Source: an optimization exercise on an open RTL-to-GDS flow (aim: small area, a short achievable clock period and few clock cycles per item). Production flows keep margins and buffers that such runs may drop.
RTL that was checked went through simulation tests only; none was proved equivalent to the original.

AL:
==> flow/design.v <==
module ysyx_23060136_EXU_DIV(
        input                 clk           ,
        input                 rst           ,
        input         [63:0]  dividend      ,
        input         [63:0]  divisor       ,
        input                 div_valid     ,
        input                 divw          ,
        input                 div_signed    ,
        output                div_ready     ,
        output                div_out_valid ,
        output        [63:0]  quotient      ,
        output        [63:0]  remainder
 );
    localparam [2:0] S_IDLE  = 3'd0,
                     S_PREP  = 3'd1,
                     S_ITER  = 3'd2,
                     S_CORR  = 3'd3,
                     S_DONE  = 3'd4;
    wire        sa_in = div_signed & (divw ? dividend[31] : dividend[63]);
    wire        sb_in = div_signed & (divw ? divisor[31]  : divisor[63]);
    wire        qn_in = sa_in ^ sb_in;
    wire [64:0] a_ext = divw ? {{33{sa_in}}, dividend[31:0]} : {sa_in, dividend};
    wire [65:0] b_ext = divw ? {{34{sb_in}}, divisor[31:0]}  : {{2{sb_in}}, divisor};
    wire [6:0]  lza, lzb;
    ysyx_23060136_EXU_DIV_lzc u_lza (.x(a_ext[63:0] ^ {64{sa_in}}), .z(lza));
    ysyx_23060136_EXU_DIV_lzc u_lzb (.x(b_ext[63:0] ^ {64{sb_in}}), .z(lzb));
    wire [5:0]  lzbc  = lzb[5:0] | {6{lzb[6]}};
    wire        dz_in = lzb[6] & ~sb_in;                     
    wire [63:0] q_ones = divw ? (qn_in ? 64'hffffffff00000001 : 64'h00000000ffffffff)
                              : (qn_in ? 64'h0000000000000001 : 64'hffffffffffffffff);
    logic [2:0]  state;
    logic [65:0] R;          
    logic [65:0] D;          
    logic [63:0] Q;
    logic [6:0]  lza_r;
    logic [6:0]  lzb_r;      
    logic        dz;         
    logic        sa, qneg;
    logic        sub;        
    logic        kx;         
    logic        q0;         
    wire [65:0] y    = D ^ {66{sub}};
    wire        cin  = sub;
    wire [65:0] sum;
    ysyx_23060136_EXU_DIV_add u_add (.a(R), .b(y), .cin(cin), .s(sum));
    wire [65:0] cpre = {R[64:0] | y[64:0], cin};
    wire        zero = &(~(R ^ y ^ cpre));
    wire        sub_n = (sum[65] | (zero & sa)) ^ kx;
    wire        acc   = sub_n ^ qneg;
    wire        fin   = sub ^ qneg;
    wire [5:0]  dd   = lzb_r[5:0] - lza_r[5:0];
    wire        early = dz | (lzb_r < lza_r);
    wire [65:0] d_sh = D << dd;
    wire        last = (lzb_r[5:0] == 6'd0);
    always_ff @(posedge clk) begin
        if (rst) begin
            state <= S_IDLE;
        end
        else begin
            case (state)
            S_IDLE:  if (div_valid) state <= S_PREP;
            S_PREP:  state <= early ? S_IDLE : S_ITER;
            S_ITER:  if (q0) state <= qneg ? S_DONE : S_IDLE;
                     else if (last) state <= S_CORR;
            S_CORR:  state <= fin ? S_IDLE : S_DONE;
            default: state <= S_IDLE;
            endcase
        end
    end
    wire [65:0] a_ld = {a_ext[64], a_ext};
    always_ff @(posedge clk) begin
        case (state)
        S_PREP:         R <= qneg ? sum : a_ld;
        S_ITER:         R <= q0 ? a_ld : sum;
        S_CORR:         R <= sum;
        default:        R <= a_ld;
        endcase
    end
    always_ff @(posedge clk) begin
        case (state)
        S_PREP:  D <= d_sh;
        S_ITER:  D <= last ? b_ext : {D[65], D[65:1]};
        default: D <= b_ext;
        endcase
    end
    always_ff @(posedge clk) begin
        case (state)
        S_IDLE: begin
            Q     <= dz_in ? q_ones : 64'b0;
            lza_r <= lza;
            dz    <= dz_in;
            lzb_r <= {1'b0, lzbc} + {6'b0, sa_in};
            sa    <= sa_in;
            qneg  <= qn_in;
            sub   <= ~qn_in;
            kx    <= ~sa_in ^ qn_in;
        end
        S_PREP: begin
            lzb_r <= {1'b0, dd};
            Q   <= {64{qneg}};
            q0  <= ~acc;
        end
        S_ITER: begin
            sub <= sub_n;
            Q   <= q0 ? 64'b0 : {Q[62:0], sub_n};
            lzb_r <= lzb_r - 7'd1;
        end
        default: ;
        endcase
    end
    assign div_ready     = (state == S_IDLE);
    assign div_out_valid = (state == S_DONE) | ((state == S_PREP) & early) |
                           ((state == S_ITER) & q0 & ~qneg) | ((state == S_CORR) & fin);
    assign quotient      = Q;
    assign remainder     = R[63:0];
endmodule
module ysyx_23060136_EXU_DIV_add(
        input         [65:0]  a,
        input         [65:0]  b,
        input                 cin,
        output        [65:0]  s
 );
    localparam N = 67;
    wire [N-1:0] g [0:7];
    wire [N-1:0] p [0:7];
    assign g[0] = {a & b, cin};
    assign p[0] = {a ^ b, 1'b0};
    genvar l, i;
    generate
        for (l = 0; l < 7; l = l + 1) begin : lv
            for (i = 0; i < N; i = i + 1) begin : bt
                if ((i >> l) & 1) begin : m
                    localparam integer J = ((i >> l) << l) - 1;
                    assign g[l+1][i] = g[l][i] | (p[l][i] & g[l][J]);
                    assign p[l+1][i] = p[l][i] & p[l][J];
                end
                else begin : t
                    assign g[l+1][i] = g[l][i];
                    assign p[l+1][i] = p[l][i];
                end
            end
        end
    endgenerate
    assign s = p[0][66:1] ^ g[7][65:0];
endmodule
module ysyx_23060136_EXU_DIV_lzc(
        input         [63:0]  x,
        output        [6:0]   z
 );
    wire [31:0]     v1;
    wire [31:0]     c1;
    wire [15:0]     v2;
    wire [15:0][1:0] c2;
    wire [7:0]      v3;
    wire [7:0][2:0] c3;
    wire [3:0]      v4;
    wire [3:0][3:0] c4;
    wire [1:0]      v5;
    wire [1:0][4:0] c5;
    genvar i;
    generate
        for (i = 0; i < 32; i = i + 1) begin : g1
            assign v1[i] = x[2*i+1] | x[2*i];
            assign c1[i] = ~x[2*i+1];
        end
        for (i = 0; i < 16; i = i + 1) begin : g2
            assign v2[i] = v1[2*i+1] | v1[2*i];
            assign c2[i] = v1[2*i+1] ? {1'b0, c1[2*i+1]} : {1'b1, c1[2*i]};
        end
        for (i = 0; i < 8; i = i + 1) begin : g3
            assign v3[i] = v2[2*i+1] | v2[2*i];
            assign c3[i] = v2[2*i+1] ? {1'b0, c2[2*i+1]} : {1'b1, c2[2*i]};
        end
        for (i = 0; i < 4; i = i + 1) begin : g4
            assign v4[i] = v3[2*i+1] | v3[2*i];
            assign c4[i] = v3[2*i+1] ? {1'b0, c3[2*i+1]} : {1'b1, c3[2*i]};
        end
        for (i = 0; i < 2; i = i + 1) begin : g5
            assign v5[i] = v4[2*i+1] | v4[2*i];
            assign c5[i] = v4[2*i+1] ? {1'b0, c4[2*i+1]} : {1'b1, c4[2*i]};
        end
    endgenerate
    assign z = (v5[1] | v5[0]) ? (v5[1] ? {2'b00, c5[1]} : {2'b01, c5[0]}) : 7'd64;
endmodule
Settings: LEC_CHECK=0, CAP_MARGIN=20, CORE_MARGIN=2, CORE_UTILIZATION=40, GPL_ROUTABILITY_DRIVEN=0, SETUP_SLACK_MARGIN=2.4, SLEW_MARGIN=20; clock period 6.5 ns.
standard.sh (not shown) runs the stock make flow with config.mk's settings and CLKGATE_MAP_FILE= SYNTH_SCRIPT=/design/flow/synth_recipe.tcl, a recipe that flattens the netlist after the stock synthesis.
==> flow/flow/run.sh <==
#!/bin/bash
# Standard layout, with plain buffers (sky130_fd_sc_hd__buf_1) on the ports
# instead of the delay buffers buffer_ports picks by default.
set -euo pipefail
export BUFFER_PORTS_ARGS="-buffer_cell sky130_fd_sc_hd__buf_1"
bash standard.sh > standard_flow.log 2>&1
Testbench counts of AL, summed over its fixed seeds: cycles 10,303, items 960.
[inputs] PW vs AL
--- a/flow/design.v
+++ b/flow/design.v
@@ -15,7 +15,8 @@
                      S_PREP  = 3'd1,
                      S_ITER  = 3'd2,
                      S_CORR  = 3'd3,
-                     S_DONE  = 3'd4;
+                     S_REST  = 3'd4,
+                     S_DONE  = 3'd5;
     wire        sa_in = div_signed & (divw ? dividend[31] : dividend[63]);
     wire        sb_in = div_signed & (divw ? divisor[31]  : divisor[63]);
     wire        qn_in = sa_in ^ sb_in;
@@ -38,7 +39,6 @@
     logic        sa, qneg;
     logic        sub;        
     logic        kx;         
-    logic        q0;         
     wire [65:0] y    = D ^ {66{sub}};
     wire        cin  = sub;
     wire [65:0] sum;
@@ -59,10 +59,10 @@
         else begin
             case (state)
             S_IDLE:  if (div_valid) state <= S_PREP;
-            S_PREP:  state <= early ? S_IDLE : S_ITER;
-            S_ITER:  if (q0) state <= qneg ? S_DONE : S_IDLE;
-                     else if (last) state <= S_CORR;
+            S_PREP:  state <= early ? S_IDLE : (acc ? S_ITER : (qneg ? S_REST : S_DONE));
+            S_ITER:  if (last) state <= S_CORR;
             S_CORR:  state <= fin ? S_IDLE : S_DONE;
+            S_REST:  state <= S_DONE;
             default: state <= S_IDLE;
             endcase
         end
@@ -71,8 +71,7 @@
     always_ff @(posedge clk) begin
         case (state)
         S_PREP:         R <= qneg ? sum : a_ld;
-        S_ITER:         R <= q0 ? a_ld : sum;
-        S_CORR:         R <= sum;
+        S_ITER, S_CORR: R <= sum;
         default:        R <= a_ld;
         endcase
     end
@@ -98,19 +97,21 @@
         S_PREP: begin
             lzb_r <= {1'b0, dd};
             Q   <= {64{qneg}};
-            q0  <= ~acc;
         end
         S_ITER: begin
             sub <= sub_n;
-            Q   <= q0 ? 64'b0 : {Q[62:0], sub_n};
+            Q   <= {Q[62:0], sub_n};
             lzb_r <= lzb_r - 7'd1;
+        end
+        S_REST: begin
+            Q <= 64'b0;
         end
         default: ;
         endcase
     end
     assign div_ready     = (state == S_IDLE);
     assign div_out_valid = (state == S_DONE) | ((state == S_PREP) & early) |
-                           ((state == S_ITER) & q0 & ~qneg) | ((state == S_CORR) & fin);
+                           ((state == S_CORR) & fin);
     assign quotient      = Q;
     assign remainder     = R[63:0];
 endmodule
Notes after the runs:
- PW ends up with higher synthesized area than AL does.
- Synthesized cell count ends up higher on AL.
- Comparing PW against AL, there is no change at all in number of cells traversed by the worst hold path.
- Diff AL -> PW | multiplexer fraction of the synthesized cell area | increase of 0.86 points
- Diff PW..AL | non-clock buffer instance count of the final layout | negligible
- Tightest hold margin delta (PW -> AL): insignificant
For PW, only the layout was checked, not whether the RTL still works.

re-timing with driven ports:
No port has a modelled driver above. Below, the same layouts with a new extraction and two added sets of constraints. Step 1 sets driving cells, clkbuf_16 on the clock port and buf_2 on the other inputs (assumed; they add their load-dependent delay and slew). Step 2 times the ports against the registers' clock, not the clock port: input delays grow and output delays shrink by t, the midpoint of the rising clock arrivals with the driver on. a / b / c = ideal / step 1 / step 2; a / b = the first two.
run	t (ns)	setup WS [ns]	hold WS [ns]
AL	0.619	2.384 / 2.325 / 1.868	0.544 / 0.544 / 0.544
PW	0.634	2.350 / 2.350 / 1.844	0.544 / 0.544 / 0.544
After both steps every run listed still meets setup and hold. The setup slack of AL, which loses most, moves by -0.059 ns with the drivers and by -0.516 ns with both steps.
